Background: an optimization exercise with open tools, aiming at a short achievable clock period and few clock cycles. Do not read the settings as production practice.
In this exercise RTL edits were held to simulation tests only and were not proved equivalent to the original.
Power and IR drop assume default switching activity.

==> flow/design.v, too long to show whole: its modules and the start of the top module <==
// module armv4core: 850 lines
// module ks_add32: 30 lines
module armv4core (
    input clk,
    input rst_n,
    input en,
    input           i_irq,
    input [31:0]    i_irq_r0,
    output          o_rom_en,
    output [31:0]   o_rom_addr,
    input [31:0]    i_rom_data,
    output          o_ram_en,
    output          o_ram_wr,
    output [1:0]    o_ram_size,
    output [31:0]   o_ram_addr,
    input [31:0]    i_ram_rdata,
    output [31:0]   o_ram_wdata
);
  // ...
==> flow/flow/run.sh <==
#!/bin/bash
set -uo pipefail
MARGIN=$(cat flow/margin.txt 2>/dev/null || echo 8)
bash standard.sh SETUP_SLACK_MARGIN=$MARGIN "BUFFER_PORTS_ARGS=-buffer_cell sky130_fd_sc_hd__buf_4" finish > standard.log 2>&1
st=$?
cp -f orfs/logs/*/armv4core/base/*.log . 2>/dev/null || true
exit $st
==> flow/flow/margin.txt <==
8
==> flow/standard.sh <==
#!/bin/bash
# synth_recipe.tcl (not shown) runs the flow's synth.tcl, then flattens the netlist and writes it again
# the make line also repeats each setting of config.mk as NAME=value (left out here)
make -C /OpenROAD-flow-scripts/flow DESIGN_CONFIG=/design/flow/config.mk WORK_HOME=/design/flow/orfs CLKGATE_MAP_FILE= SYNTH_SCRIPT=/design/flow/synth_recipe.tcl "${@:-finish}"
==> flow/config.mk <==
export PLATFORM = sky130hd
export DESIGN_NAME = armv4core
export DESIGN_NICKNAME = armv4core
export VERILOG_FILES = /design/flow/design.v
export SDC_FILE = /design/flow/constraint.sdc
export NUM_CORES = 8
export LEC_CHECK = 0
export CAP_MARGIN = 50
export CORE_MARGIN = 2
export CORE_UTILIZATION = 30
export GPL_TIMING_DRIVEN = 1
export SLEW_MARGIN = 50
export SYNTH_HIERARCHICAL = 1
export TNS_END_PERCENT = 10
==> flow/constraint.sdc <==
create_clock -name core_clock -period 12.5 [get_ports {clk}]
set_input_delay 2.5000 -clock core_clock [delete_from_list [all_inputs] [get_ports {clk}]]
set_output_delay 2.5000 -clock core_clock [all_outputs]
set_load 0.01 [all_outputs]
==> results.txt, run 1 <==
| Group | Quantity | Value |
|:---|:---|:---|
| pwr | Switching part of the total power | 54.17% |
| die | Height of the die | 780.9 um |
| synth | Cell area after synthesis | 181100 um2 |
| global route | Total congestion overflow after global routing | 0 |
| pwr | Internal Dissipation | 31970 uW |
| final layout | FF+latch count | 2893 |
| min path | Worst hold-check path type | register to register |
| sta | Headroom to the max-slew limit | 37.42% |
| sta | Share of the cycle needed by the critical path after routing | 41.03% |
| run status | Status | timing/DRC/antenna clean |
| worst setup path | Kind of launch point of the worst setup path | register |
| min path | Cell depth of the worst min-delay path | 2 |
| final layout | Most common cell after layout, fill and taps aside | nand2_1 |
| worst setup path | R2r worst-path depth | 14 |
| clock tree | Total of hold buffers inserted after clock tree synthesis | 0 |
| die | Initial Util | 30.08% |
| pwr | P_leak | 0.08836 uW |
| clock tree | CTS tree | built |
| pwr | Maximum ir drop on the vdd rail | 0.6456 mV |
| die | Number of ports placed on the die boundary | 201 |
| worst setup path | Critical path capture point type | register |
| pwr | Seq pwr | 16500 uW |
| die | Std cell rows | 285 |
| final layout | Area taken by flip-flops and latches | 72840 um2 |
| final layout | Largest register by flop count | pht |
| route | Average wire length per cell after detail routing | 37.87 um |
| final layout | Non-clock buffers, area share | 7.330% |
| clock tree | Insertion delay to the later sink of the worst-skew pair | 1.08 ns |
| synth | Syn_nets | 21190 |
| route | Detailed Route WL | 1105000 um |
| worst setup path | Cell family with the largest share of critical-path delay | simple AND/OR/NAND/NOR gates |
| final layout | Number of flip-flops in the largest register | 512 |
| final layout | Most frequent cells in the layout | nand2_1 (2898), dfrtp_1 (2562), o21ai_0 (1899) |
| route | Number of nets with antenna violations after detailed routing | 0 |
| clock tree | Clock buffers created by TritonCTS | 342 |
| route | Top Metal Used | met5 |
| placed design | Post-Place Setup Slack | 6.064 ns |
| clock tree | Clock tree sinks | 2893 |
| route | Per-cell via count in the routed design | 6.540 |
Testbench counts, summed over its fixed seeds: cycles 198,351.
==> inputs of run 2 (changes only) <==
--- a/flow/design.v
+++ b/flow/design.v
@@ -48,38 +48,46 @@
         end
     endfunction
     reg [31:0] rcur [0:14];
     reg [31:0] rsh  [0:14];
     reg [31:0] pc_f;
     reg        v_d;
     reg [31:0] pc_d;
     reg        pd_taken;
+    reg        pd_fold;          
+    reg [3:0]  pd_fcond;
     reg [31:0] pd_tgt;
     reg        pd_hit;           
-    reg [7:0]  pd_idx;           
+    reg [9:0]  pd_idx;           
+    reg [7:0]  pd_g;             
     reg        rom_en_q;
     reg        hold_v;
     reg [31:0] hold_ins, hold_pc, hold_tgt;
-    reg [31:0] pd_pc4, pd_pc8, hold_pc4, hold_pc8;
-    reg        hold_taken, hold_hit;
-    reg [7:0]  hold_idx;
+    reg        hold_taken, hold_hit, hold_fold;
+    reg [3:0]  hold_fcond;
+    reg [9:0]  hold_idx;
+    reg [7:0]  hold_g;
     reg        v_r;
     reg [31:0] ins_r;
     reg [31:0] pc_r, pc4_r, pc8_r;
     reg        pr_taken;
+    reg        pr_fold;
+    reg [3:0]  pr_fcond;
     reg        pr_hit;
-    reg [7:0]  pr_idx;
+    reg [9:0]  pr_idx;
+    reg [7:0]  pr_g;
     reg [31:0] pr_tgt;
     reg        r_irq;
     reg        r_dp_i, r_dp_rs, r_dp_rr, r_mrs, r_msr, r_b, r_bl, r_ldr, r_hw, r_swp, r_blk;
     reg        r_ret, r_dppc, r_memreg, r_fastoff, r_needpre, r_load, r_store;
     reg [3:0]  ra_idx, rb_idx, rc_idx;
-    reg [14:0] ra_sel, rb_sel, rc_sel1h;    
-    reg        ra_pc, rb_pc, rc_pc;
+    reg [14:0] rc_sel1h;         
+    reg        rc_pc;
+    reg [31:0] ra_val, rb_val;   
     reg        ra_use, ra_early, rb_use, rb_early, rc_use, rc_early;
     reg        r_lsl0;           
     reg [4:0]  sh_k;             
     reg [4:0]  sh_amt;           
     reg [1:0]  sh_type;
     reg        sh_zero, sh_big, sh_eq32, sh_rrx;
     reg [31:0] r_imm;            
     reg [31:0] r_immx;           
@@ -107,25 +115,37 @@
     reg        rdwe_e, early_e;
     reg [31:0] early_val_e;
     reg        spsr_sel_e;
     reg        path_e;
     reg [31:0] alt_e, tgt_e, ptgt_e, pc_e;
     reg [31:0] addr_e;           
     reg        ram_en_q, ram_wr_q;
     reg        tmis_e;           
+    reg        ret_late_e;       
+    reg        fold_e;           
+    reg        dfr_e;            
+    reg        kill_q;           
+    reg [31:0] kalt_q;           
+    reg [7:0]  kill_g_q;
+    reg [31:0] dfr_pc;
+    reg [3:0]  fcond_e;
+    reg        host_e;           
+    reg        prev_v, prev_host, prev_setf;    
+    reg [31:0] prev_pc;
     reg        st_e, ld_e, sign_e, u_e, blk_l_e, blk_pc_e, blk_s_e;
     reg [1:0]  size_e;
     reg [3:0]  ldrd_e;
     reg [3:0]  cur_k_e;
     reg [15:0] rest_e;
     reg [31:0] wdata_e;
     reg        bl_e, bwd_e;
     reg        cpm_e;
-    reg [7:0]  idx_e;            
+    reg [9:0]  idx_e;
+    reg [7:0]  g_e;            
     reg        busy_q;           
     reg        eld_q;            
     reg [3:0]  eld_rd_q;
     reg [15:0] eld_oh_q;
     reg        e_late_q;         
     reg        e_early_q;        
     reg        e_earlyc_q;       
     reg        w_v;
@@ -144,149 +164,177 @@
     wire w_we = w_v & (w_rd != 4'd15);
     wire cp = cpass(cond_e, nzcv);
     wire cflag = nzcv[1];
     wire [31:0] ax = op1_e;
     wire [31:0] bx = {rrx_e ? (cflag ^ inv_b_e) : op2_e[31], op2_e[30:0]};
     wire        cin = (cin_e == 2'd2) ? cflag : cin_e[0];
     wire [32:0] sum33;
     ks_add32 u_alu_add (.a(ax), .b(bx), .cin(cin), .sum(sum33[31:0]), .cout(sum33[32]));
-    reg  [31:0] alu_res;
+    reg  [31:0] log_res;
     always @(*) begin
         case (lsel_e)
-            2'd0: alu_res = sum33[31:0];
-            2'd1: alu_res = op1_e & bx;
-            2'd2: alu_res = op1_e ^ bx;
-            default: alu_res = op1_e | bx;
+            2'd1: log_res = op1_e & bx;
+            2'd2: log_res = op1_e ^ bx;
+            default: log_res = op1_e | bx;
         endcase
     end
+    wire [31:0] alu_res = (lsel_e == 2'd0) ? sum33[31:0] : log_res;
     wire alu_v = (ax[31] == bx[31]) & (sum33[31] != ax[31]);
     wire shc_fin = shcf_e ? cflag : shc_e;
     wire [31:0] zt = {ax[30:0] | bx[30:0], cin};
     wire        z_add = &(~(ax ^ bx ^ zt));
     wire        z_log = (lsel_e == 2'd1) ? ((op1_e & bx) == 32'd0) :
                         (lsel_e == 2'd2) ? ((op1_e ^ bx) == 32'd0) : ((op1_e | bx) == 32'd0);
     wire        z_res = arith_e ? z_add : z_log;
     wire [3:0] alu_nzcv = {alu_res[31], z_res,
                            arith_e ? sum33[32] : shc_fin,
                            arith_e ? alu_v : nzcv[0]};
     wire irq_ok = irq_q & ~ibit;
     wire [31:0] cpsr_val = {nzcv, 20'd0, ibit, 5'b10100, mode, 1'b0};
     wire [31:0] spsr_val = {spsr_nzcv, 20'd0, spsr_i, 5'b10100, mode, 1'b0};
-    wire [31:0] e_data = k_mrs ? (spsr_sel_e ? spsr_val : cpsr_val) :
-                         early_e ? early_val_e : alu_res;
-    wire e_we = v_e & e_new & cp & rdwe_e & (rd_e != 4'd15) & ~k_irq;
+    wire [31:0] e_alt = k_mrs ? (spsr_sel_e ? spsr_val : cpsr_val) : early_val_e;
+    wire [31:0] e_data = (k_mrs | early_e) ? e_alt : alu_res;
+    wire ev = v_e & ~kill_q;     
+    wire e_we = ev & e_new & cp & rdwe_e & (rd_e != 4'd15) & ~k_irq;
     wire swp_rd_cyc = k_swp & (e_left == 5'd2);
     wire swp_wr_cyc = k_swp & (e_left == 5'd1);
     wire blk_acc = k_blk & (acc_left != 5'd0);
     wire e_acc = k_mem | k_swp | blk_acc;
     wire e_wr = (k_mem & st_e) | swp_wr_cyc | (k_blk & ~blk_l_e);
     wire e_ld = (k_mem & ld_e) | swp_rd_cyc | (k_blk & blk_l_e);
     assign o_ram_en    = ram_en_q;
     assign o_ram_wr    = ram_wr_q;
     assign o_ram_size  = size_e;
     assign o_ram_addr  = addr_e;
     assign o_ram_wdata = wdata_e;
     wire       eld_any = eld_q;
     wire [3:0] eld_rd = eld_rd_q;
-    reg [3:0]  nk;
-    wire [15:0] nk_oh = 16'd1 << nk;
+    reg [3:0]  nk_e;             
+    reg [15:0] rest2_e;          
+    wire [3:0] nk = nk_e;
+    wire [15:0] nk_oh = 16'd1 << nk_e;
+    reg [3:0]  nk2;
     always @(*) begin
-        nk = 4'd0;
+        nk2 = 4'd0;
         if (u_e) begin
             for (k = 15; k >= 0; k = k - 1)
-                if (rest_e[k]) begin nk = k; end
+                if (rest2_e[k]) begin nk2 = k; end
         end else begin
             for (k = 0; k < 16; k = k + 1)
-                if (rest_e[k]) begin nk = k; end
+                if (rest2_e[k]) begin nk2 = k; end
         end
     end
-    wire irq_take = v_e & k_irq & irq_ok;
+    wire irq_take = ev & k_irq & irq_ok;
     wire blk_final = k_blk & blk_pc_e & (e_left == 5'd1);
-    wire swap_ret = v_e & blk_final & cp & blk_s_e;
-    wire ret_hit = path_e & (op2_e == ptgt_e);
+    wire swap_ret = ev & blk_final & cp & blk_s_e;
+    wire [31:0] ret_val = (ret_late_e & w_v) ? w_data : op2_e;
+    wire ret_hit = path_e & (ret_val == ptgt_e);         
+    wire ret_hit_e = path_e & (op2_e == ptgt_e);         
+    wire kill_n = ev & e_new & k_ret & ret_late_e & cp & ~ret_hit;
     reg        redir_e;
     reg [31:0] tgt_re;
     always @(*) begin
         redir_e = 1'b0;
         tgt_re = alt_e;
-        if (v_e) begin
+        if (ev) begin
             if (k_irq) begin
                 redir_e = 1'b1;
                 tgt_re = irq_ok ? 32'h0000_0004 : pc_e;
             end else if (k_b) begin
                 redir_e = (cp != path_e) | (cp & tmis_e);
                 tgt_re = (cp & tmis_e) ? tgt_e : alt_e;
             end else if (k_ret) begin
                 if (cp) begin
-                    redir_e = ~ret_hit;
+                    redir_e = ~ret_late_e & ~ret_hit_e;
                     tgt_re = op2_e;
                 end else begin
                     redir_e = path_e;
                     tgt_re = alt_e;
                 end
             end else if (k_dppc) begin
                 redir_e = cp | path_e;
                 tgt_re = cp ? alu_res : alt_e;
             end else if (blk_final) begin
                 redir_e = cp;
                 tgt_re = pcld_q;
+            end else if (fold_e & ~cpass(fcond_e, nzcv)) begin
+                redir_e = 1'b1;
+                tgt_re = alt_e;
             end
         end
+        if (st_inval) begin
+            redir_e = 1'b1;
+            tgt_re = v_e ? pc_e + 32'd4 : dfr_pc + 32'd4;
+        end
+        if (kill_q) begin
+            redir_e = 1'b1;
+            tgt_re = kalt_q;
+        end
     end
     wire e_busy = busy_q;
+    wire e_cbr = (k_b | k_ret) & (cond_e != 4'he);
+    wire e_cfold = fold_e & (fcond_e != 4'he);
+    wire [7:0] ghr_re = e_cbr ? {g_e[6:0], cp} :
+                        e_cfold ? {g_e[6:0], cpass(fcond_e, nzcv)} : g_e;
     wire [31:0] cur [0:15];
     genvar gi;
     generate
         for (gi = 0; gi < 15; gi = gi + 1) begin : g_cur
             assign cur[gi] = rcur[gi];
         end
     endgenerate
     assign cur[15] = pc8_r;
-    wire [3:0] rc_sel = r_blk ? r_first_k : rc_idx;
+    wire [3:0] rc_sel = e_busy ? nk : r_blk ? r_first_k : rc_idx;
     reg [31:0] rfa, rfb, rfc;
-    wire [14:0] rc_sel1h_x = r_blk ? sel1h(r_first_k) : rc_sel1h;
+    wire [14:0] rc_sel1h_x = e_busy ? nk_oh[14:0] : r_blk ? sel1h(r_first_k) : rc_sel1h;
     always @(*) begin
-        rfa = ra_pc ? pc8_r : 32'd0;
-        rfb = rb_pc ? pc8_r : 32'd0;
-        rfc = rc_pc ? pc8_r : 32'd0;
+        rfa = ra_val;
+        rfb = rb_val;
+        rfc = (rc_pc & ~e_busy) ? pc8_r : 32'd0;
         for (k = 0; k < 15; k = k + 1) begin
-            rfa = rfa | ({32{ra_sel[k]}} & rcur[k]);
-            rfb = rfb | ({32{rb_sel[k]}} & rcur[k]);
             rfc = rfc | ({32{rc_sel1h_x[k]}} & rcur[k]);
         end
     end
     wire efa = e_we & (rd_e == ra_idx) & (ra_idx != 4'd15);
     wire efb = e_we & (rd_e == rb_idx) & (rb_idx != 4'd15);
     wire efc = e_we & (rd_e == rc_sel) & (rc_sel != 4'd15);
     wire wfa = w_we & (w_rd == ra_idx) & (ra_idx != 4'd15);
     wire wfb = w_we & (w_rd == rb_idx) & (rb_idx != 4'd15);
     wire wfc = w_we & (w_rd == rc_sel) & (rc_sel != 4'd15);
     wire [31:0] ra_p = efa ? e_data : wfa ? w_data : rfa;
     wire [31:0] rb_p = efb ? e_data : wfb ? w_data : rfb;
     wire [31:0] rc_p = efc ? e_data : wfc ? w_data : rfc;
-    wire [31:0] rfd = cur[nk];
-    wire        wfd = w_we & (w_rd == nk) & (nk != 4'd15);
-    wire [31:0] rd_p = wfd ? w_data : rfd;
-    wire exa = e_early_q & (rd_e == ra_idx) & (ra_idx != 4'd15);
-    wire exb = e_early_q & (rd_e == rb_idx) & (rb_idx != 4'd15);
+    wire [31:0] rd_p = rc_p;
+    reg  exa_q, exb_q;
+    wire exa = exa_q;
+    wire exb = exb_q;
     wire [31:0] ra_x = exa ? early_val_e : rfa;
     wire [31:0] rb_x = exb ? early_val_e : rfb;
     wire e_late_wr = e_late_q | e_earlyc_q;
+    wire ra_early_x = ra_early & ~((r_ldr | r_hw) & r_store & ins_r[24]);
     wire hz_a = ra_use & (ra_idx != 4'd15) & ((eld_any & (eld_rd == ra_idx)) |
-                (ra_early & e_late_wr & (rd_e == ra_idx)) | (ra_early & w_v & (w_rd == ra_idx)));
-    wire hz_b = rb_use & (rb_idx != 4'd15) & ((eld_any & (eld_rd == rb_idx)) |
+                (ra_early_x & e_late_wr & (rd_e == ra_idx)) | (ra_early_x & w_v & (w_rd == ra_idx))) |
+                (r_memop & v_e & dfr_e);
+    wire ret_skip = r_ret & pr_taken;    
+    wire hz_b = rb_use & (rb_idx != 4'd15) & ((eld_any & (eld_rd == rb_idx) & ~ret_skip) |
                 (rb_early & e_late_wr & (rd_e == rb_idx)) | (rb_early & w_v & (w_rd == rb_idx)));
     wire hz_c = rc_use & (rc_idx != 4'd15) & ((eld_any & (eld_rd == rc_idx)) |
                 (rc_early & e_late_wr & (rd_e == rc_idx)) | (rc_early & w_v & (w_rd == rc_idx)));
     wire stm_hz = r_blk & ~r_load & eld_any & (|(ins_r[15:0] & eld_oh_q));
     wire rrx_hz = r_memreg & sh_rrx & v_e & (setf_e | k_msr);
     wire r_memop = r_ldr | r_hw | r_swp | r_blk;
     wire cond_hz = r_memop & (ins_r[31:28] != 4'he) & v_e & (setf_e | k_msr);
-    wire hazard = hz_a | hz_b | hz_c | stm_hz | rrx_hz | cond_hz;
+    wire lr_hz = (r_blk | r_swp) & v_e & e_new & k_ret & ret_late_e;
+    wire hazard_c = hz_a | hz_b | hz_c | stm_hz | rrx_hz | cond_hz | lr_hz;    
+    wire r_dstore = (r_ldr | r_hw) & r_store & ins_r[24];
+    wire defer_r = r_dstore & (ra_idx != 4'd15) &
+                   ((e_late_wr & (rd_e == ra_idx)) | (w_v & (w_rd == ra_idx)));
+    reg  hazard_q;
+    wire hazard = hazard_q;
     wire stall_r = e_busy | hazard | (r_needpre & ~r_pre);
     wire adv = ~(v_r & stall_r);
     wire [4:0]  shk = sh_k;
     wire [31:0] sh_in = rb_x;
     wire [63:0] sh_dbl = {sh_in, sh_in} >> shk;
     wire [31:0] sh_rot = sh_dbl[31:0];
     reg  [31:0] sh_mask;
     always @(*) begin
@@ -318,16 +366,25 @@
         r_first_k = 4'd0;
         if (ins_r[23]) begin
             for (k = 15; k >= 0; k = k - 1) if (ins_r[k]) r_first_k = k;
         end else begin
             for (k = 0; k < 16; k = k + 1) if (ins_r[k]) r_first_k = k;
         end
     end
     wire [15:0] r_rest = ins_r[15:0] & ~(16'd1 << r_first_k);
+    reg [3:0] r_second_k;
+    always @(*) begin
+        r_second_k = 4'd0;
+        if (ins_r[23]) begin
+            for (k = 15; k >= 0; k = k - 1) if (r_rest[k]) r_second_k = k;
+        end else begin
+            for (k = 0; k < 16; k = k + 1) if (r_rest[k]) r_second_k = k;
+        end
+    end
     reg [4:0] r_blk_n;
     always @(*) begin
         r_blk_n = 5'd0;
         for (k = 0; k < 16; k = k + 1) r_blk_n = r_blk_n + {4'd0, ins_r[k]};
     end
     wire [31:0] b_tgt = pc8_r + {{6{ins_r[23]}}, ins_r[23:0], 2'b00};
     wire r_u = ins_r[23];
     wire [31:0] offx = ({32{r_osel[0]}} & r_immx) |
@@ -338,29 +395,36 @@
                        ({32{r_osel[5]}} & off_q);
     wire [31:0] addr_sum;
     wire        addr_co_unused;
     ks_add32 u_addr_add (.a(ra_x), .b(offx), .cin(~r_u), .sum(addr_sum), .cout(addr_co_unused));
     reg [13:0] ras [0:7];
     reg [3:0]  ras_n;
     wire       ras_ne = (ras_n != 4'd0);
     wire [31:0] ras_top = {16'd0, ras[0], 2'b00};
+    wire r_hostable = ~(r_b | r_ret | r_dppc | r_blk | r_swp | r_msr | r_irq);
+    wire r_setf = (r_dp_i | r_dp_rs | r_dp_rr) & ins_r[20];
+    wire r_hostok = r_hostable & (~r_setf | (pr_fcond == 4'he));
     reg        redir_r;
     reg [31:0] tgt_rr;
     reg        path_r;
     reg [31:0] alt_r;
     reg [31:0] ptgt_r;
     always @(*) begin
         redir_r = 1'b0;
         tgt_rr = b_tgt;
         path_r = 1'b0;
         alt_r = pc4_r;
         ptgt_r = pr_tgt;
         if (r_irq) begin
             redir_r = 1'b0;
+        end else if (pr_fold & ~r_hostok) begin
+            redir_r = 1'b1;
+            tgt_rr = pc4_r;
+            alt_r = b_tgt;
         end else if (r_b) begin
             if (pr_taken) begin
                 path_r = 1'b1;
             end else if (pr_hit & (ins_r[31:28] != 4'he)) begin
                 path_r = 1'b0;
             end else if ((ins_r[31:28] == 4'he) | ins_r[23]) begin
                 path_r = 1'b1;
                 redir_r = 1'b1;
@@ -388,59 +452,89 @@
     wire r_go = v_r & adv & ~redir_e;            
     wire redir_rg = r_go & redir_r;
     localparam NB = 8;
     reg        btb_v   [0:NB-1];
     reg [13:0] btb_tag [0:NB-1];
     reg [13:0] btb_tgt [0:NB-1];
     reg        btb_cnd [0:NB-1];    
     reg        btb_ret [0:NB-1];
+    reg        btb_fold [0:NB-1];   
+    reg [3:0]  btb_fcond [0:NB-1];
     reg [2:0]  btb_rr;
-    reg [7:0]  ghr;
-    reg [1:0]  pht [0:255];
-    wire [7:0] pidx_f = pc_f[9:2] ^ ghr;
-    wire       pht_t = pht[pidx_f][1];
-    reg        bp_hit, bp_cnd;
+    reg [7:0]  ghr;              
+    reg [1:0]  pht [0:63];
+    wire [7:0] pidx_f = {2'd0, pc_f[7:2] ^ ghr[5:0] ^ {ghr[7:6], 4'd0}};
+    wire [1:0] pht_c = pht[pidx_f[5:0]];
+    wire       pht_t = pht_c[1];
+    reg        bp_hit, bp_cnd, bp_fold;
+    reg [3:0]  bp_fcond;
     reg [31:0] bp_tgt;
+    wire       pc_f_low = (pc_f[31:16] == 16'd0);
     always @(*) begin
         bp_hit = 1'b0;
         bp_cnd = 1'b0;
+        bp_fold = 1'b0;
+        bp_fcond = 4'd0;
         bp_tgt = 32'd0;
         for (k = 0; k < NB; k = k + 1) begin
-            if (btb_v[k] & (btb_tag[k] == pc_f[15:2])) begin
+            if (btb_v[k] & (btb_tag[k] == pc_f[15:2]) & pc_f_low) begin
                 bp_hit = 1'b1;
                 bp_cnd = bp_cnd | btb_cnd[k];
+                bp_fold = bp_fold | btb_fold[k];
+                bp_fcond = bp_fcond | btb_fcond[k];
                 bp_tgt = bp_tgt | (btb_ret[k] ? ras_top : {16'd0, btb_tgt[k], 2'b00});
             end
         end
     end
-    wire bp_taken = bp_hit & (~bp_cnd | pht_t);
+    wire bp_next = bp_hit & (~bp_cnd | pht_t);    
+    wire bp_taken = bp_next & ~bp_fold;           
+    wire bp_folds = bp_next & bp_fold;            
     wire [31:0] pc_f4 = pc_f + 32'd4;
     reg       bu_hit;
     reg [2:0] bu_idx;
     always @(*) begin
         bu_hit = 1'b0;
         bu_idx = 3'd0;
         for (k = 0; k < NB; k = k + 1)
             if (btb_v[k] & (btb_tag[k] == pc_e[15:2])) begin
                 bu_hit = 1'b1;
                 bu_idx = k;
             end
     end
-    wire bu_en = v_e & e_new & (k_b | k_ret);
+    wire bu_en = ev & e_new & (k_b | k_ret);
+    reg  hu_hit;
+    always @(*) begin
+        hu_hit = 1'b0;
+        for (k = 0; k < NB; k = k + 1)
+            if (btb_v[k] & (btb_tag[k] == prev_pc[15:2])) hu_hit = 1'b1;
+    end
+    wire fold_alloc = k_b & prev_v & prev_host & (prev_pc + 32'd4 == pc_e) & (~prev_setf | (cond_e == 4'he)) &
+                      ~bl_e & ~hu_hit & (prev_pc[31:16] == 16'd0);
+    reg  st_fold_hit;
+    wire [13:0] st_bm1 = addr_e[15:2] - 14'd1;
+    always @(*) begin
+        st_fold_hit = 1'b0;
+        for (k = 0; k < NB; k = k + 1)
+            if (btb_v[k] & btb_fold[k] & (btb_tag[k] == st_bm1)) st_fold_hit = 1'b1;
+    end
+    wire st_inval = ram_en_q & ram_wr_q & (addr_e[31:16] == 16'd0) & st_fold_hit;
     assign o_rom_en = rom_en_q;
     assign o_rom_addr = pc_f;
     wire        dv = hold_v | v_d;
     wire [31:0] ins = hold_v ? hold_ins : i_rom_data;
     wire [31:0] dpc = hold_v ? hold_pc : pc_d;
-    wire [31:0] dpc4 = hold_v ? hold_pc4 : pd_pc4;
-    wire [31:0] dpc8 = hold_v ? hold_pc8 : pd_pc8;
+    wire [31:0] dpc4 = dpc + 32'd4;
+    wire [31:0] dpc8 = dpc + 32'd8;
     wire        dtaken = hold_v ? hold_taken : pd_taken;
+    wire        dfold = hold_v ? hold_fold : pd_fold;
+    wire [3:0]  dfcond = hold_v ? hold_fcond : pd_fcond;
     wire        dhit = hold_v ? hold_hit : pd_hit;
-    wire [7:0]  didx = hold_v ? hold_idx : pd_idx;
+    wire [9:0]  didx = hold_v ? hold_idx : pd_idx;
+    wire [7:0]  dg = hold_v ? hold_g : pd_g;
     wire [31:0] dtgt = hold_v ? hold_tgt : pd_tgt;
     wire irq_inj = irq_q & ~ibit & ~(v_r & r_irq) & ~(v_e & k_irq);
     wire d_misc   = (ins[24:23] == 2'b10) & ~ins[20];
     wire d_dp_i   = (ins[27:25] == 3'b001) & ~d_misc;
     wire d_dp_rs  = (ins[27:25] == 3'b000) & ~ins[4] & ~d_misc;
     wire d_dp_rr  = (ins[27:25] == 3'b000) & ~ins[7] & ins[4] & ~d_misc;
     wire d_dp     = d_dp_i | d_dp_rs | d_dp_rr;
     wire d_mrs    = (ins[27:23] == 5'b00010) & (ins[21:20] == 2'b00) & ~ins[7] & ~ins[4];
@@ -496,16 +590,92 @@
     function [14:0] sel1h;
         input [3:0] idx;
         reg [15:0] oh;
         begin
             oh = 16'd1 << idx;
             sel1h = oh[14:0];
         end
     endfunction
+    reg [31:0] d_rfa, d_rfb;
+    always @(*) begin
+        d_rfa = (d_ra == 4'd15) ? dpc8 : 32'd0;
+        d_rfb = (d_rb == 4'd15) ? dpc8 : 32'd0;
+        for (k = 0; k < 15; k = k + 1) begin
+            d_rfa = d_rfa | ({32{d_ra == k}} & rcur[k]);
+            d_rfb = d_rfb | ({32{d_rb == k}} & rcur[k]);
+        end
+    end
+    wire [3:0]  pa_idx = adv ? d_ra : ra_idx;
+    wire [3:0]  pb_idx = adv ? d_rb : rb_idx;
+    wire [31:0] pa_base = adv ? d_rfa : ra_val;
+    wire [31:0] pb_base = adv ? d_rfb : rb_val;
+    wire pa_e = e_we & (rd_e == pa_idx) & (pa_idx != 4'd15);
+    wire pa_w = w_we & (w_rd == pa_idx) & (pa_idx != 4'd15);
+    wire pb_e = e_we & (rd_e == pb_idx) & (pb_idx != 4'd15);
+    wire pb_w = w_we & (w_rd == pb_idx) & (pb_idx != 4'd15);
+    wire go_n = v_r & adv;
+    wire r_movx = ~r_irq & (r_dp_i | (r_dp_rs & r_lsl0)) & (ins_r[24:21] == 4'b1101 || ins_r[24:21] == 4'b1111);
+    wire [31:0] mov_val = (r_dp_i ? r_imm : rb_p) ^ {32{ins_r[22]}};
+    wire r_wbP = (r_ldr | r_hw) & ins_r[21] & ins_r[24];
+    wire [3:0] n_eld_rd = e_busy ? nk : (r_blk ? r_first_k : ins_r[15:12]);
+    wire [15:0] n_eld_oh = 16'd1 << n_eld_rd;
+    wire n_eld = e_busy ? (k_blk & blk_l_e & (acc_left > 5'd1)) :
+                 (go_n & ~r_irq & (((r_ldr | r_hw) & r_load) | r_swp | (r_blk & r_load)));
+    wire n_late = ~e_busy & go_n & ((r_irq | ((r_dp_i | r_dp_rs | r_dp_rr) & x_rdwe & ~r_movx) | r_mrs |
+                  (r_blk & ins_r[21]) | ((r_ldr | r_hw) & ~ins_r[24]) | (defer_r & ins_r[21])) |
+                  (~r_irq & (ins_r[31:28] != 4'he) & ((r_b & r_bl) | (r_wbP & ~defer_r) | r_movx)));
+    wire [3:0] n_rd = e_busy ? rd_e :
+                      r_irq ? 4'd13 :
+                      (r_dp_i | r_dp_rs | r_dp_rr | r_mrs) ? ins_r[15:12] :
+                      r_b ? 4'd14 : ins_r[19:16];
+    wire n_wv = eld_q & cpm_e;
+    wire n_early = ~e_busy & go_n & ~r_irq & (ins_r[31:28] == 4'he) & ((r_b & r_bl) | (r_wbP & ~defer_r) | r_movx);
+    wire [3:0] n_wrd = eld_rd_q;
+    wire n_flagw = ~e_busy & go_n & ~r_irq & (((r_dp_i | r_dp_rs | r_dp_rr) & ins_r[20]) | r_msr);
+    wire n_dfr = ~e_busy & go_n & ~r_irq & defer_r;
+    wire n_lr = ~e_busy & go_n & ret_skip & eld_q & (eld_rd_q == 4'd14);
+    function hzf;
+        input [3:0] idx;
+        input       use_, early, skip;
+        input       eld;
+        input [3:0] eldrd;
+        input       late;
+        input [3:0] rd;
+        input       wv;
+        input [3:0] wrd;
+        begin
+            hzf = use_ & (idx != 4'd15) & ((eld & (eldrd == idx) & ~skip) |
+                  (early & late & (rd == idx)) | (early & wv & (wrd == idx)));
+        end
+    endfunction
+    wire dq_ra_use = ~irq_inj & ((d_dp & ~d_mov) | d_mem | d_swp | d_blk);
+    wire dq_ra_early = ~irq_inj & ((d_mem & ~(~d_load & d_P)) | d_swp | d_blk);
+    wire dq_rb_use = irq_inj | d_dp_rs | d_dp_rr | d_memreg | d_swp | d_msr;
+    wire dq_rb_early = ~irq_inj & ((d_dp_rs & ~d_lsl0) | d_dp_rr | d_memreg);
+    wire dq_rc_use = ~irq_inj & (d_dp_rr | (d_mem & ~d_load));
+    wire dq_rc_early = ~irq_inj & d_dp_rr;
+    wire dq_skip = ~irq_inj & d_ret & dtaken;
+    wire dq_stm = ~irq_inj & d_blk & ~d_load;
+    wire dq_rrx = ~irq_inj & d_memreg & d_irrx & d_ldr_r;
+    wire dq_cnd = ~irq_inj & (d_mem | d_swp | d_blk) & (ins[31:28] != 4'he);
+    wire hz_d = hzf(d_ra, dq_ra_use, dq_ra_early, 1'b0, n_eld, n_eld_rd, n_late, n_rd, n_wv, n_wrd) |
+                hzf(d_rb, dq_rb_use, dq_rb_early, dq_skip, n_eld, n_eld_rd, n_late, n_rd, n_wv, n_wrd) |
+                hzf(d_rc, dq_rc_use, dq_rc_early, 1'b0, n_eld, n_eld_rd, n_late, n_rd, n_wv, n_wrd) |
+                (dq_stm & n_eld & (|(ins[15:0] & n_eld_oh))) |
+                ((dq_rrx | dq_cnd) & n_flagw) |
+                (~irq_inj & (d_mem | d_swp | d_blk) & n_dfr) |
+                (~irq_inj & (d_swp | d_blk) & n_lr);
+    wire hz_r = hzf(ra_idx, ra_use, ra_early_x, 1'b0, n_eld, n_eld_rd, n_late, n_rd, n_wv, n_wrd) |
+                hzf(rb_idx, rb_use, rb_early, ret_skip, n_eld, n_eld_rd, n_late, n_rd, n_wv, n_wrd) |
+                hzf(rc_idx, rc_use, rc_early, 1'b0, n_eld, n_eld_rd, n_late, n_rd, n_wv, n_wrd) |
+                (r_blk & ~r_load & n_eld & (|(ins_r[15:0] & n_eld_oh))) |
+                (((r_memreg & sh_rrx) | (r_memop & (ins_r[31:28] != 4'he))) & n_flagw) |
+                (r_memop & n_dfr) |
+                ((r_blk | r_swp) & n_lr);
     reg        x_inv_a, x_inv_b, x_arith, x_rdwe, x_op1z;
     reg [1:0]  x_cin, x_lsel;
     always @(*) begin
         x_inv_a = 1'b0; x_inv_b = 1'b0; x_arith = 1'b0; x_rdwe = 1'b1; x_op1z = 1'b0;
         x_cin = 2'd0; x_lsel = 2'd0;
         case (ins_r[24:21])
             4'b0000: x_lsel = 2'd1;
             4'b0001: x_lsel = 2'd2;
@@ -521,206 +691,257 @@
             4'b1011: begin x_arith = 1'b1; x_rdwe = 1'b0; end
             4'b1100: x_lsel = 2'd3;
             4'b1101: begin x_lsel = 2'd3; x_op1z = 1'b1; end
             4'b1110: begin x_lsel = 2'd1; x_inv_b = 1'b1; end
             default:  begin x_lsel = 2'd3; x_op1z = 1'b1; x_inv_b = 1'b1; end   
         endcase
     end
     wire [31:0] dp_op2 = r_dp_i ? r_imm : (r_dp_rs & r_lsl0) ? rb_p : sh_res;
+    wire [31:0] ra_n = wfa ? w_data : rfa;
+    wire [31:0] rb_n = wfb ? w_data : rfb;
+    wire        op1_zero = (x_op1z & ~r_memop) | r_irq | r_msr;
+    wire        op1_inv = x_inv_a & ~r_memop;
+    wire        op1_late = efa & ~op1_zero;
+    wire [31:0] op1_n = op1_zero ? 32'd0 : (ra_n ^ {32{op1_inv}});
+    wire        op2_rb = r_irq | r_msr | (~r_blk & ~r_ldr & ~r_hw & ~r_dp_i & r_dp_rs & r_lsl0);
+    wire        op2_inv = ~(r_irq | r_msr) & x_inv_b;
+    wire        op2_late = efb & op2_rb;
+    wire [31:0] dp_op2_n = r_dp_i ? r_imm : (r_dp_rs & r_lsl0) ? rb_n : sh_res;
+    wire [31:0] op2_n = (r_irq | r_msr) ? rb_n :
+                        r_blk ? (ins_r[23] ? {25'd0, r_blk_n, 2'b00} : ~{25'd0, r_blk_n, 2'b00}) :
+                        (r_ldr | r_hw) ? ((r_memreg ? sh_res : r_imm) ^ {32{~ins_r[23]}}) :
+                        (x_inv_b ? ~dp_op2_n : dp_op2_n);
     always @(posedge clk or negedge rst_n) begin
         if (!rst_n) begin
             nzcv <= 4'd0; ibit <= 1'b1; mode <= 1'b0; spsr_nzcv <= 4'd0; spsr_i <= 1'b1; irq_q <= 1'b0;
-            pc_f <= 32'd0; v_d <= 1'b0; pc_d <= 32'd0; pd_taken <= 1'b0; pd_tgt <= 32'd0; pd_hit <= 1'b0; pd_idx <= 8'd0;
+            pc_f <= 32'd0; v_d <= 1'b0; pc_d <= 32'd0; pd_taken <= 1'b0; pd_tgt <= 32'd0; pd_hit <= 1'b0; pd_idx <= 10'd0; pd_g <= 8'd0; pd_fold <= 1'b0; pd_fcond <= 4'd0;
             rom_en_q <= 1'b1; hold_v <= 1'b0; hold_ins <= 32'd0; hold_pc <= 32'd0; hold_tgt <= 32'd0;
-            pd_pc4 <= 32'd0; pd_pc8 <= 32'd0; hold_pc4 <= 32'd0; hold_pc8 <= 32'd0;
-            hold_taken <= 1'b0; hold_hit <= 1'b0; hold_idx <= 8'd0;
+            hold_taken <= 1'b0; hold_hit <= 1'b0; hold_idx <= 10'd0; hold_g <= 8'd0; hold_fold <= 1'b0; hold_fcond <= 4'd0;
             v_r <= 1'b0; ins_r <= 32'd0; pc_r <= 32'd0; pc4_r <= 32'd0; pc8_r <= 32'd0;
-            pr_taken <= 1'b0; pr_tgt <= 32'd0; pr_hit <= 1'b0; pr_idx <= 8'd0; r_irq <= 1'b0;
+            pr_taken <= 1'b0; pr_tgt <= 32'd0; pr_hit <= 1'b0; pr_idx <= 10'd0; pr_g <= 8'd0; pr_fold <= 1'b0; pr_fcond <= 4'd0; r_irq <= 1'b0;
             r_dp_i <= 1'b0; r_dp_rs <= 1'b0; r_dp_rr <= 1'b0; r_mrs <= 1'b0; r_msr <= 1'b0;
             r_b <= 1'b0; r_bl <= 1'b0; r_ldr <= 1'b0; r_hw <= 1'b0; r_swp <= 1'b0; r_blk <= 1'b0;
             r_ret <= 1'b0; r_dppc <= 1'b0; r_memreg <= 1'b0; r_fastoff <= 1'b0; r_needpre <= 1'b0;
             r_load <= 1'b0; r_store <= 1'b0;
             ra_idx <= 4'd0; rb_idx <= 4'd0; rc_idx <= 4'd0;
-            ra_sel <= 15'd0; rb_sel <= 15'd0; rc_sel1h <= 15'd0; ra_pc <= 1'b0; rb_pc <= 1'b0; rc_pc <= 1'b0;
+            rc_sel1h <= 15'd0; rc_pc <= 1'b0; ra_val <= 32'd0; rb_val <= 32'd0; exa_q <= 1'b0; exb_q <= 1'b0;
             ra_use <= 1'b0; ra_early <= 1'b0; rb_use <= 1'b0; rb_early <= 1'b0; rc_use <= 1'b0; rc_early <= 1'b0;
             r_lsl0 <= 1'b0; sh_k <= 5'd0; sh_amt <= 5'd0; sh_type <= 2'd0; sh_zero <= 1'b0; sh_big <= 1'b0; sh_eq32 <= 1'b0; sh_rrx <= 1'b0;
             r_imm <= 32'd0; r_immc_flag <= 1'b0; r_blk_n_unused <= 5'd0; r_first_k_unused <= 4'd0; r_rest_unused <= 16'd0; r_blk_pc <= 1'b0;
             r_pre <= 1'b0; rs_amt_q <= 8'd0; off_q <= 32'd0;
             v_e <= 1'b0; e_new <= 1'b0; e_left <= 5'd0; acc_left <= 5'd0;
             k_dp <= 1'b0; k_b <= 1'b0; k_ret <= 1'b0; k_dppc <= 1'b0; k_mem <= 1'b0; k_blk <= 1'b0;
             k_swp <= 1'b0; k_mrs <= 1'b0; k_msr <= 1'b0; k_irq <= 1'b0;
             cond_e <= 4'd0; op1_e <= 32'd0; op2_e <= 32'd0; shc_e <= 1'b0; shcf_e <= 1'b0; rrx_e <= 1'b0;
             inv_a_e <= 1'b0; inv_b_e <= 1'b0; cin_e <= 2'd0; lsel_e <= 2'd0; setf_e <= 1'b0; arith_e <= 1'b0;
             rd_e <= 4'd0; rdwe_e <= 1'b0; early_e <= 1'b0; early_val_e <= 32'd0; spsr_sel_e <= 1'b0;
             path_e <= 1'b0; alt_e <= 32'd0; tgt_e <= 32'd0; ptgt_e <= 32'd0; pc_e <= 32'd0;
-            addr_e <= 32'd0; ram_en_q <= 1'b0; ram_wr_q <= 1'b0; tmis_e <= 1'b0; st_e <= 1'b0; ld_e <= 1'b0;
+            addr_e <= 32'd0; ram_en_q <= 1'b0; ram_wr_q <= 1'b0; tmis_e <= 1'b0; ret_late_e <= 1'b0; fold_e <= 1'b0; fcond_e <= 4'd0; dfr_e <= 1'b0; dfr_pc <= 32'd0; kill_q <= 1'b0; kalt_q <= 32'd0; kill_g_q <= 8'd0; host_e <= 1'b0;
+            prev_v <= 1'b0; prev_host <= 1'b0; prev_setf <= 1'b0; prev_pc <= 32'd0; st_e <= 1'b0; ld_e <= 1'b0;
             r_immx <= 32'd0; r_osel <= 6'd0;
             sign_e <= 1'b0; u_e <= 1'b0; blk_l_e <= 1'b0; blk_pc_e <= 1'b0; blk_s_e <= 1'b0; size_e <= 2'd0;
-            ldrd_e <= 4'd0; bwd_e <= 1'b0; cpm_e <= 1'b0; idx_e <= 8'd0; cur_k_e <= 4'd0; rest_e <= 16'd0; wdata_e <= 32'd0; bl_e <= 1'b0;
-            busy_q <= 1'b0; eld_q <= 1'b0; eld_rd_q <= 4'd0; eld_oh_q <= 16'd0; e_late_q <= 1'b0; e_early_q <= 1'b0; e_earlyc_q <= 1'b0;
+            ldrd_e <= 4'd0; bwd_e <= 1'b0; cpm_e <= 1'b0; idx_e <= 10'd0; g_e <= 8'd0; cur_k_e <= 4'd0; nk_e <= 4'd0; rest2_e <= 16'd0; wdata_e <= 32'd0; bl_e <= 1'b0;
+            hazard_q <= 1'b0; busy_q <= 1'b0; eld_q <= 1'b0; eld_rd_q <= 4'd0; eld_oh_q <= 16'd0; e_late_q <= 1'b0; e_early_q <= 1'b0; e_earlyc_q <= 1'b0;
             w_v <= 1'b0; w_rd <= 4'd0; w_sign <= 1'b0; w_size <= 2'd0; pcld_q <= 32'd0;
             ras_n <= 4'd0;
             btb_rr <= 3'd0;
             ghr <= 8'd0;
-            for (k = 0; k < 256; k = k + 1) pht[k] <= 2'd2;
+            for (k = 0; k < 64; k = k + 1) pht[k] <= 2'd2;
             for (k = 0; k < 8; k = k + 1) ras[k] <= 14'd0;
             for (k = 0; k < NB; k = k + 1) begin
-                btb_v[k] <= 1'b0; btb_tag[k] <= 14'd0; btb_tgt[k] <= 14'd0; btb_cnd[k] <= 1'b0; btb_ret[k] <= 1'b0;
+                btb_v[k] <= 1'b0; btb_tag[k] <= 14'd0; btb_tgt[k] <= 14'd0; btb_cnd[k] <= 1'b0; btb_ret[k] <= 1'b0; btb_fold[k] <= 1'b0; btb_fcond[k] <= 4'd0;
             end
         end else if (en) begin
             irq_q <= i_irq;
-            w_v <= eld_q & cpm_e;
+            ra_val <= pa_e ? e_data : pa_w ? w_data : pa_base;
+            exa_q <= n_early & (pa_idx == n_rd) & (pa_idx != 4'd15);
+            exb_q <= n_early & (pb_idx == n_rd) & (pb_idx != 4'd15);
+            rb_val <= pb_e ? e_data : pb_w ? w_data : pb_base;
+            hazard_q <= adv ? hz_d : hz_r;
+            w_v <= eld_q & cpm_e & ~kill_q;
             w_rd <= eld_rd;
             w_sign <= sign_e & ~k_blk;
             w_size <= size_e;
             if (w_v & (w_rd == 4'd15)) pcld_q <= w_data;
-            if (v_e & e_new & cp & setf_e) nzcv <= alu_nzcv;
-            if (v_e & cp & k_msr) begin
+            if (ev & e_new & cp & setf_e) nzcv <= alu_nzcv;
+            if (ev & cp & k_msr) begin
                 if (spsr_sel_e) begin
                     spsr_nzcv <= op2_e[31:28];
                     spsr_i <= op2_e[7];
                 end else begin
                     nzcv <= op2_e[31:28];
                     ibit <= op2_e[7];
                 end
             end
             if (irq_take) begin
                 spsr_nzcv <= nzcv;
                 spsr_i <= ibit;
                 ibit <= 1'b1;
                 mode <= 1'b1;
             end
-            if (v_e & blk_final & cp & blk_s_e) begin
+            if (swap_ret) begin
                 nzcv <= spsr_nzcv;
                 ibit <= spsr_i;
                 mode <= 1'b0;
             end
+            if (ev & e_new) begin
+                prev_v <= 1'b1;
+                prev_pc <= pc_e;
+                prev_host <= host_e & ~k_irq;
+                prev_setf <= setf_e;
+            end
+            if (redir_e & k_irq) prev_v <= 1'b0;
             if (bu_en) begin
                 if (bu_hit) begin
                     if (cp & k_b) btb_tgt[bu_idx] <= tgt_e[15:2];
                 end else if (cp) begin
                     btb_v[btb_rr] <= 1'b1;
-                    btb_tag[btb_rr] <= pc_e[15:2];
+                    btb_tag[btb_rr] <= fold_alloc ? prev_pc[15:2] : pc_e[15:2];
                     btb_tgt[btb_rr] <= tgt_e[15:2];
                     btb_cnd[btb_rr] <= (cond_e != 4'he);
                     btb_ret[btb_rr] <= k_ret;
+                    btb_fold[btb_rr] <= fold_alloc;
+                    btb_fcond[btb_rr] <= cond_e;
                     btb_rr <= btb_rr + 3'd1;
                 end
                 if (cond_e != 4'he) begin
-                    ghr <= {ghr[6:0], cp};
-                    if (cp) pht[idx_e] <= (pht[idx_e] == 2'd3) ? 2'd3 : pht[idx_e] + 2'd1;
-                    else    pht[idx_e] <= (pht[idx_e] == 2'd0) ? 2'd0 : pht[idx_e] - 2'd1;
+                    if (cp) pht[idx_e[5:0]] <= (idx_e[9:8] == 2'd3) ? 2'd3 : idx_e[9:8] + 2'd1;
+                    else    pht[idx_e[5:0]] <= (idx_e[9:8] == 2'd0) ? 2'd0 : idx_e[9:8] - 2'd1;
                 end
             end
+            if (ev & e_new & fold_e & (fcond_e != 4'he)) begin
+                if (cpass(fcond_e, nzcv)) pht[idx_e[5:0]] <= (idx_e[9:8] == 2'd3) ? 2'd3 : idx_e[9:8] + 2'd1;
+                else                      pht[idx_e[5:0]] <= (idx_e[9:8] == 2'd0) ? 2'd0 : idx_e[9:8] - 2'd1;
+            end
+            if (st_inval) begin
+                for (k = 0; k < NB; k = k + 1) if (btb_fold[k]) btb_v[k] <= 1'b0;
+            end
+            kill_q <= kill_n;
+            kalt_q <= ret_val;
+            kill_g_q <= (cond_e != 4'he) ? {g_e[6:0], 1'b1} : g_e;
+            if (kill_q) ghr <= kill_g_q;
+            else if (redir_e) ghr <= ghr_re;
+            else if (adv & v_r & redir_r) ghr <= pr_g;
+            else if (rom_en_q & bp_hit & bp_cnd) ghr <= {ghr[6:0], bp_next};
             if (e_busy) begin
                 e_left <= e_left - 5'd1;
                 e_new <= 1'b0;
                 busy_q <= (e_left > 5'd2);
                 eld_q <= k_blk & blk_l_e & (acc_left > 5'd1);
                 eld_rd_q <= nk;
                 eld_oh_q <= nk_oh;
                 e_late_q <= 1'b0;
                 e_early_q <= 1'b0;
                 e_earlyc_q <= 1'b0;
                 ram_en_q <= cpm_e & ((k_blk & (acc_left > 5'd1)) | k_swp);
                 if (k_swp) ram_wr_q <= 1'b1;
                 if (blk_acc) begin
                     acc_left <= acc_left - 5'd1;
-                    cur_k_e <= nk;
-                    rest_e <= rest_e & ~nk_oh;
-                    addr_e <= u_e ? addr_e + 32'd4 : addr_e - 32'd4;
+                    cur_k_e <= nk_e;
+                    nk_e <= nk2;
+                    rest2_e <= rest2_e & ~(16'd1 << nk2);
                     wdata_e <= rd_p;
                 end
             end else begin
                 v_e <= r_go;
                 e_new <= r_go;
                 pc_e <= pc_r;
                 cond_e <= r_irq ? 4'he : ins_r[31:28];
                 cpm_e <= cpass(ins_r[31:28], nzcv);
                 idx_e <= pr_idx;
+                g_e <= pr_g;
                 k_dp <= ~r_irq & (r_dp_i | r_dp_rs | r_dp_rr);
                 k_b <= ~r_irq & r_b;
                 bl_e <= ~r_irq & r_bl;
                 bwd_e <= r_b & ins_r[23];
                 k_ret <= ~r_irq & r_ret;
                 k_dppc <= ~r_irq & r_dppc;
                 k_mem <= ~r_irq & (r_ldr | r_hw);
                 k_blk <= ~r_irq & r_blk;
                 k_swp <= ~r_irq & r_swp;
                 k_mrs <= ~r_irq & r_mrs;
                 k_msr <= ~r_irq & r_msr;
                 k_irq <= r_irq;
                 path_e <= path_r;
                 tmis_e <= pr_taken & r_b & (pr_tgt != b_tgt);
-                alt_e <= alt_r;
+                fold_e <= pr_fold & r_hostok;
+                fcond_e <= pr_fcond;
+                host_e <= r_hostable;
+                ret_late_e <= ret_skip & eld_q & (eld_rd_q == 4'd14);
+                alt_e <= (pr_fold & r_hostok) ? pc8_r : alt_r;
                 tgt_e <= b_tgt;
                 ptgt_e <= ptgt_r;
-                op1_e <= ((x_op1z & ~r_memop) | r_irq | r_msr) ? 32'd0 :
-                         (x_inv_a & ~r_memop) ? ~ra_p : ra_p;
-                if (r_irq | r_msr) op2_e <= rb_p;
-                else if (r_blk) op2_e <= ins_r[23] ? {25'd0, r_blk_n, 2'b00} : ~{25'd0, r_blk_n, 2'b00};
-                else if (r_ldr | r_hw) op2_e <= (r_memreg ? sh_res : r_imm) ^ {32{~ins_r[23]}};
-                else op2_e <= x_inv_b ? ~dp_op2 : dp_op2;
+                op1_e <= op1_late ? (e_data ^ {32{op1_inv}}) : op1_n;
+                op2_e <= op2_late ? (e_data ^ {32{op2_inv}}) : op2_n;
                 shc_e <= r_dp_i ? r_imm[31] : sh_c;
                 shcf_e <= r_dp_i ? r_immc_flag : (sh_zero | (r_dp_rs & r_lsl0));
                 rrx_e <= r_dp_rs & sh_rrx;
                 if (r_irq | r_msr) begin
                     inv_a_e <= 1'b0; inv_b_e <= 1'b0; cin_e <= 2'd0; lsel_e <= 2'd3; arith_e <= 1'b0;
                 end else if (r_memop) begin
                     inv_a_e <= 1'b0; inv_b_e <= ~ins_r[23]; cin_e <= {1'b0, ~ins_r[23]}; lsel_e <= 2'd0; arith_e <= 1'b1;
                 end else begin
                     inv_a_e <= x_inv_a; inv_b_e <= x_inv_b; cin_e <= x_cin; lsel_e <= x_lsel; arith_e <= x_arith;
                 end
                 setf_e <= ~r_irq & (r_dp_i | r_dp_rs | r_dp_rr) & ins_r[20];
                 if (r_irq) begin
                     rd_e <= 4'd13; rdwe_e <= 1'b1; early_e <= 1'b0;
                 end else if (r_dp_i | r_dp_rs | r_dp_rr) begin
-                    rd_e <= ins_r[15:12]; rdwe_e <= x_rdwe; early_e <= 1'b0;
+                    rd_e <= ins_r[15:12]; rdwe_e <= x_rdwe; early_e <= r_movx;
                 end else if (r_mrs) begin
                     rd_e <= ins_r[15:12]; rdwe_e <= 1'b1; early_e <= 1'b0;
                 end else if (r_b) begin
                     rd_e <= 4'd14; rdwe_e <= r_bl; early_e <= 1'b1;
                 end else if (r_ldr | r_hw) begin
-                    rd_e <= ins_r[19:16]; rdwe_e <= ins_r[21] | ~ins_r[24]; early_e <= ins_r[24];
+                    rd_e <= ins_r[19:16]; rdwe_e <= ins_r[21] | ~ins_r[24]; early_e <= ins_r[24] & ~defer_r;
                 end else if (r_blk) begin
                     rd_e <= ins_r[19:16]; rdwe_e <= ins_r[21]; early_e <= 1'b0;
                 end else begin
                     rd_e <= 4'd0; rdwe_e <= 1'b0; early_e <= 1'b0;
                 end
-                early_val_e <= r_b ? pc4_r : addr_sum;
+                early_val_e <= r_b ? pc4_r : r_movx ? mov_val : addr_sum;
                 spsr_sel_e <= ins_r[22];
-                addr_e <= addr_sum;
-                ram_en_q <= r_go & ~r_irq & r_memop & cpass(ins_r[31:28], nzcv);
+                ram_en_q <= r_go & ~r_irq & r_memop & ~defer_r & cpass(ins_r[31:28], nzcv) & ~kill_n;
                 ram_wr_q <= ~r_swp & r_store;
+                dfr_e <= r_go & ~r_irq & defer_r;
+                if (defer_r) dfr_pc <= pc_r;
+                if (dfr_e) begin
+                    ram_en_q <= cpm_e & ~kill_q;
+                    ram_wr_q <= 1'b1;
+                end
                 st_e <= r_store;
                 ld_e <= r_load;
                 u_e <= ins_r[23];
                 sign_e <= r_hw & ins_r[6];
-                size_e <= r_blk ? 2'b10 :
+                if (~dfr_e) size_e <= r_blk ? 2'b10 :
                           r_hw ? (ins_r[5] ? 2'b01 : 2'b00) :
                           ins_r[22] ? 2'b00 : 2'b10;
                 ldrd_e <= ins_r[15:12];
                 blk_l_e <= ins_r[20];
                 blk_pc_e <= r_blk_pc;
                 blk_s_e <= ins_r[22];
                 cur_k_e <= r_first_k;
-                rest_e <= r_rest;
+                nk_e <= r_second_k;
+                rest2_e <= r_rest & ~(16'd1 << r_second_k);
                 acc_left <= r_blk ? r_blk_n : 5'd0;
                 e_left <= r_irq ? 5'd1 : r_blk ? (r_blk_n + (r_blk_pc ? 5'd2 : 5'd0)) : r_swp ? 5'd2 : 5'd1;
                 busy_q <= r_go & ~r_irq & ((r_blk & ((r_blk_n > 5'd1) | r_blk_pc)) | r_swp);
                 eld_q <= r_go & ~r_irq & (((r_ldr | r_hw) & r_load) | r_swp | (r_blk & r_load));
                 eld_rd_q <= r_blk ? r_first_k : ins_r[15:12];
                 eld_oh_q <= 16'd1 << (r_blk ? r_first_k : ins_r[15:12]);
-                e_late_q <= r_go & (r_irq | ((r_dp_i | r_dp_rs | r_dp_rr) & x_rdwe) | r_mrs | (r_blk & ins_r[21]) |
-                            ((r_ldr | r_hw) & ~ins_r[24]));
-                e_early_q <= r_go & ~r_irq & (ins_r[31:28] == 4'he) & ((r_b & r_bl) | ((r_ldr | r_hw) & ins_r[21] & ins_r[24]));
-                e_earlyc_q <= r_go & ~r_irq & (ins_r[31:28] != 4'he) & ((r_b & r_bl) | ((r_ldr | r_hw) & ins_r[21] & ins_r[24]));
-                wdata_e <= r_swp ? rb_p : rc_p;
-            end
+                e_late_q <= r_go & (r_irq | ((r_dp_i | r_dp_rs | r_dp_rr) & x_rdwe & ~r_movx) | r_mrs | (r_blk & ins_r[21]) |
+                            ((r_ldr | r_hw) & ~ins_r[24]) | (defer_r & ins_r[21]));
+                e_early_q <= r_go & ~r_irq & (ins_r[31:28] == 4'he) & ((r_b & r_bl) | (r_wbP & ~defer_r) | r_movx);
+                e_earlyc_q <= r_go & ~r_irq & (ins_r[31:28] != 4'he) & ((r_b & r_bl) | (r_wbP & ~defer_r) | r_movx);
+                if (~dfr_e) wdata_e <= r_swp ? rb_p : rc_p;
+            end
+            addr_e <= (~e_busy & ~dfr_e) ? addr_sum :
+                      dfr_e ? alu_res :
+                      blk_acc ? (u_e ? addr_e + 32'd4 : addr_e - 32'd4) : addr_e;
             if (v_r & ~adv & ~e_busy & ~hazard & r_needpre & ~r_pre) begin
                 r_pre <= 1'b1;
                 off_q <= {sh_rrx ? nzcv[1] : sh_res[31], sh_res[30:0]} ^ {32{~ins_r[23]}};
             end
             if (v_r & r_dp_rr & ~r_pre & ~e_busy & ~hazard) begin
                 rs_amt_q <= rc_p[7:0];
                 sh_amt <= rc_p[4:0];
                 sh_zero <= (rc_p[7:0] == 8'd0);
@@ -729,72 +950,73 @@
                 sh_k <= (ins_r[6:5] == 2'd0) ? (5'd0 - rc_p[4:0]) : rc_p[4:0];
             end
             if (redir_e | (adv & v_r & redir_r)) begin
                 pc_f <= redir_e ? tgt_re : tgt_rr;
                 v_d <= 1'b0;
                 hold_v <= 1'b0;
                 rom_en_q <= 1'b1;
             end else begin
-                if (rom_en_q) pc_f <= bp_taken ? bp_tgt : pc_f4;
+                if (rom_en_q) pc_f <= bp_next ? bp_tgt : pc_f4;
                 hold_v <= hold_v ? ~adv : (v_d & ~adv & rom_en_q);
                 v_d <= rom_en_q | (v_d & ~(adv & ~hold_v));
                 rom_en_q <= ~((hold_v ? ~adv : (v_d & ~adv & rom_en_q)) &
                               (rom_en_q | (v_d & ~(adv & ~hold_v))));
             end
             if (rom_en_q) begin
                 pc_d <= pc_f;
-                pd_pc4 <= pc_f4;
-                pd_pc8 <= pc_f + 32'd8;
                 pd_taken <= bp_taken;
+                pd_fold <= bp_folds;
+                pd_fcond <= bp_fcond;
                 pd_hit <= bp_hit;
-                pd_idx <= pidx_f;
+                pd_idx <= {pht_c, pidx_f};
+                pd_g <= ghr;
                 pd_tgt <= bp_tgt;
             end
             if (~hold_v & ~adv & rom_en_q) begin
                 hold_ins <= i_rom_data;
                 hold_pc <= pc_d;
-                hold_pc4 <= pd_pc4;
-                hold_pc8 <= pd_pc8;
                 hold_taken <= pd_taken;
+                hold_fold <= pd_fold;
+                hold_fcond <= pd_fcond;
                 hold_hit <= pd_hit;
                 hold_idx <= pd_idx;
+                hold_g <= pd_g;
                 hold_tgt <= pd_tgt;
             end
             if (redir_e) begin
                 v_r <= 1'b0;
                 r_pre <= 1'b0;
             end else if (adv) begin
                 v_r <= dv & ~(v_r & redir_r);
                 r_pre <= 1'b0;
             end
             if (adv) begin
                 ins_r <= ins;
                 pc_r <= dpc;
                 pc4_r <= dpc4;
                 pc8_r <= dpc8;
                 pr_taken <= dtaken & ~irq_inj;
+                pr_fold <= dfold & ~irq_inj;
+                pr_fcond <= dfcond;
                 pr_hit <= dhit & ~irq_inj;
                 pr_idx <= didx;
+                pr_g <= dg;
                 pr_tgt <= dtgt;
                 r_irq <= irq_inj;
                 r_dp_i <= d_dp_i & ~irq_inj; r_dp_rs <= d_dp_rs & ~irq_inj; r_dp_rr <= d_dp_rr & ~irq_inj;
                 r_mrs <= d_mrs & ~irq_inj; r_msr <= d_msr & ~irq_inj; r_b <= d_b & ~irq_inj; r_bl <= d_b & ins[24] & ~irq_inj;
                 r_ldr <= d_ldr & ~irq_inj; r_hw <= d_hw & ~irq_inj; r_swp <= d_swp & ~irq_inj; r_blk <= d_blk & ~irq_inj;
                 r_ret <= d_ret & ~irq_inj; r_dppc <= d_dppc & ~irq_inj;
                 r_memreg <= d_memreg & ~irq_inj; r_fastoff <= d_fast | d_hw_r; r_needpre <= ~irq_inj & (d_dp_rr | (d_oreg & ~d_ofast));
                 r_load <= d_load; r_store <= ~d_load;
                 ra_idx <= d_ra;
                 rb_idx <= d_rb;
                 rc_idx <= d_rc;
-                ra_sel <= sel1h(d_ra);
-                rb_sel <= sel1h(d_rb);
                 rc_sel1h <= d_dp_rr ? sel1h(ins[11:8]) : sel1h(ins[15:12]);
-                ra_pc <= (d_ra == 4'd15);
-                rb_pc <= (d_rb == 4'd15);
                 rc_pc <= (d_dp_rr ? (ins[11:8] == 4'd15) : (ins[15:12] == 4'd15)) & ~d_blk;
                 ra_use <= ~irq_inj & ((d_dp & ~d_mov) | d_mem | d_swp | d_blk);
                 ra_early <= ~irq_inj & (d_mem | d_swp | d_blk);
                 rb_use <= irq_inj | d_dp_rs | d_dp_rr | d_memreg | d_swp | d_msr;
                 rb_early <= ~irq_inj & ((d_dp_rs & ~d_lsl0) | d_dp_rr | d_memreg);
                 rc_use <= ~irq_inj & (d_dp_rr | (d_mem & ~d_load));
                 rc_early <= ~irq_inj & d_dp_rr;
                 r_lsl0 <= d_lsl0;
==> run 2 against run 1 <==
  * Die area shrank 4.8%
  * Area after synthesis fell by 4.8%
  * Global-route usage rose by 1.6 points
  * Highest routed layer unchanged
  * Critical path depth is 4 higher
  * Final cell count is 2.6% lower
  * Register-to-register slack barely moved
  * Non-clock buffer count rose by 48
  * Fmax fell by 0.11%
  * First-iteration DRC count decreased by 2.5%
==> results.txt, run 2 <==
| Group | Quantity | Value | vs previous |
|:---|:---|:---|:---|
| synth | Syn_area_per_cell | 8.375 um2 |  |
| sta | Transition time at the pin with the least slew margin | 0.9020 ns |  |
| pwr | Maximum ir drop on the vdd rail | 0.6190 mV | -4.1% |
| clock tree | Insertion delay to the later sink of the worst-skew pair | 1.09 ns | about the same |
| die | Height of the die | 761.9 um | -2.4% |
| worst setup path | Launch point of the critical path | ptgt_e[10]$_DFFE_PN0P_ |  |
| worst setup path | Reg2reg setup slack | 7.37 ns |  |
| synth | Number of warnings issued by yosys | 19 |  |
| final layout | Final cell count without fillers | 28420 |  |
| sta | Headroom to the max-slew limit | 39.31% | +1.9 points |
| global route | Routing usage on met1 | 42.98% |  |
| route | Count of unresolved DRC violations after routing | 0 |  |
| clock tree | Clock buffers created by TritonCTS | 314 | -8.2% |
| sta | Setup TNS | 0 ns |  |
| global route | Total GRT Usage | 35.86% |  |
| worst setup path | Critical path capture point type | register |  |
| clock tree | CTS Root Cell | clkbuf_16 |  |
| worst setup path | Terminus of the critical flop-to-flop path | pc_f[7]$_DFFE_PN0P_ |  |
| route | Per-cell via count in the routed design | 6.496 | -0.67% |
| final layout | Most common cell after layout, fill and taps aside | nand2_1 |  |
| sta | Fmax | 0.1948 GHz |  |
| clock tree | Clock-pin slew on the worst setup and hold paths | 0.06 ns |  |
| global route | Total congestion overflow after global routing | 0 | unchanged |
| final layout | Layout cells sized above 1 | 18.72% |  |
| sta | Unrepaired setup endpoints after global routing | yes |  |
| global route | Busiest metal layer after global routing | met2 |  |
| sta | Setup violations, final | 0 |  |
| die | Std cell rows | 278 | -2.5% |
| die | Area of the placeable core | 572500 um2 |  |
| sta | Time the worst path needs with I/O delays and setup | 5.134 ns |  |
| run | Maximum Capacitance Violations | 0 |  |
| sta | Slew Limit Fails | 0 |  |
| die | Width of the die | 761.9 um |  |
| global route | M3 GR Usage | 16.64% |  |
| final layout | Largest registers ranked by flip-flop count | rcur (480), rsh (480), pht (128) |  |
| route | First-pass DRT Iterations | 22 |  |
| final layout | Post-synthesis to final-layout area growth | 20.85% |  |
| worst setup path | Top fanout value on the critical path | 7 |  |
| clock tree | Deepest level of the CTS H-tree | 5 |  |
| die | Initial Util | 30.10% | about the same |
| worst setup path | Start-to-end type of the worst setup path | register to register |  |
| synth | Gate Count Post-Synth | 20580 |  |
| global route | M2 GR Usage | 48.05% |  |
| placed design | Hpwl dp | 777900 um |  |
| clock tree | Clock tree sinks | 2617 | -9.5% |
| synth | Cell area after synthesis | 172300 um2 | -4.8% |
| worst setup path | R2r worst-path depth | 18 | +4 |
| route | Via count | 184600 |  |
| placed design | Weighted congestion reported at the end of routability-driven placement | 1.138 |  |
| die | Die area | 580500 um2 |  |
| route | Average wire length per cell after detail routing | 38.43 um | +1.5% |
| route | Iter 0 DRT Violations | 32090 |  |
| clock tree | CTS tree | built |  |
| worst setup path | Critical Path RT | 13.47 ns |  |
| synth | Syn_nets | 20930 | -1.3% |
| global route | Wire length of the first global-routing pass | 1461000 um |  |
| placed design | Count of placed standard cells including taps | 27210 |  |
| min path | Worst hold-check path type | register to register |  |
| worst setup path | Data arrival time of the worst path | 6.11 ns |  |
| final layout | Most frequent cells in the layout | nand2_1 (3013), dfrtp_1 (2434), o21ai_0 (2110) |  |
| sta | Final hold viol count | 0 |  |
| global route | Antenna violations before repair | 161 |  |
| worst setup path | Kind of launch point of the worst setup path | register |  |
| sta | Worst hold margin | 0.4062 ns |  |
| route | Number of nets with antenna violations after detailed routing | 0 | unchanged |
| global route | Largest net degree at the start of global routing | 144 |  |
| final layout | Total number of nets in the final design | 20830 |  |
| run status | Status | timing/DRC/antenna clean |  |
| die | Number of ports placed on the die boundary | 201 | unchanged |
| sta | Share of the cycle needed by the critical path after routing | 41.07% | +0.047 points |
| clock tree | Deepest clock path buffer count | 4 |  |
| sta | Post-Route Skew | 0.1117 ns |  |
| pwr | P_leak | 0.08499 uW | -3.8% |
| global route | Via count of the first global-routing pass | 166800 |  |
| worst setup path | Critical register-to-register path startpoint | ptgt_e[10]$_DFFE_PN0P_ |  |
| worst setup path | Capturing element of the worst setup path | pc_f[7]$_DFFE_PN0P_ |  |
| route | Detailed Route WL | 1092000 um | -1.1% |
| pwr | Power per unit of standard cell area | 337.1 nW/um2 |  |
| placed design | Port-buffer cells | 200 |  |
-- run 2: cell count changes in the layout (fill, tap and decap cells not counted), moves of 161 or more --
cell	before	now
a22o_1	293	100
dfstp_2	259	67
a211oi_1	462	263
nor2_1	1705	1522
xnor2_1	438	699
o21ai_0	1899	2110
mux2i_1	587	917
nand3_1	504	343
mux2_2	1011	523
-- run 2: power by group --
| part | total [uW] | switching, uW | internal [uW] |
|---|---|---|---|
| Combinational | 44400 | 30000 | 14400 |
| Sequential | 15800 | 4990 | 10800 |
| Clock | 10100 | 4290 | 5780 |
| Total | 70200 | 39200 | 31000 |
-- run 2: critical path: stages (launching register included) --
cell and delay [ns]:
dfrtp_1 0.76, xor2_1 0.36, nor4_1 0.48, nand4_1 0.20, nor4_1 0.83, nor3_1 0.10
a21oi_1 0.17, nor3_1 0.10, o41ai_4 0.44, buf_4 0.32, o211ai_4 0.16, buf_12 0.19
buf_6 0.12, nand2b_4 0.20, buf_6 0.17, buf_6 0.11, nor2b_1 0.12, a21oi_1 0.06
a31oi_1 0.16
-- run 2: final cells by class --
class                   instances  area, um2
clock inverters               131       1876
multi-input cells           15760     105500
repair buffers               1511      15150
diodes                        129      322.8
clock buffers                 438       9049
well taps                    7560       9459
inverters                     273       1115
flip-flops and latches       2617      65740
fillers                     58240     364300
-- run 2: how the worst min path moves through the flow --
stage                                 from                endpoint  depth (start not counted)
CTS                   pc_r[31]$_DFFE_PN0P_    pc_e[31]$_DFFE_PN0P_                          2
detailed placement   pr_idx[5]$_DFFE_PN0P_    idx_e[5]$_DFFE_PN0P_                          2
floorplan           r_immx[30]$_DFFE_PN0P_  r_immx[30]$_DFFE_PN0P_                          2
global route          pc_r[31]$_DFFE_PN0P_    pc_e[31]$_DFFE_PN0P_                          2
finish                pc_r[31]$_DFFE_PN0P_    pc_e[31]$_DFFE_PN0P_                          2
global placement     pr_idx[4]$_DFFE_PN0P_    idx_e[4]$_DFFE_PN0P_                          2
-- run 2: timing repair --
| action | in CTS | in global routing |
|---|---|---|
| resized for setup | 693 | 539 |
| endpoints found under the setup margin | 1415 | 950 |
| gates cloned | 22 | 15 |
| hold buffers | 0 | 0 |
| buffers inserted | 207 | 255 |
| pin swaps | 149 | 193 |
-- run 2: stage by stage --
step | worst slack [ns] | instance area [um2] | power (uW) | util, %
2_1_floorplan | 7.809 | 172600 | 32390 | -
3_3_place_gp | 5.425 | 183400 | 51370 | 32.02
3_5_place_dp | 5.766 | 186200 | 52160 | 32.52
4_1_cts | 7.616 | 202500 | 64410 | 35.37
5_1_grt | 7.435 | 208000 | 70670 | 36.33
6_report | 7.366 | 208300 | 70200 | 36.37
-- run 2: routing by layer --
metal / share of wire, % / wire length (um)
met1: 36 / 390600
met2: 38 / 418100
met3: 15 / 161900
met4: 11 / 120000
met5: 0.15 / 1662
Testbench counts of run 2, summed over its fixed seeds: cycles 181,439.

Setup slack of run 2, layout unchanged: 7.366 ns with ideal ports, 7.366 ns with driving cells assumed (clock clkbuf_16, inputs buf_2), 6.387 ns with port delays also shifted by the 1.169 ns mid clock arrival.
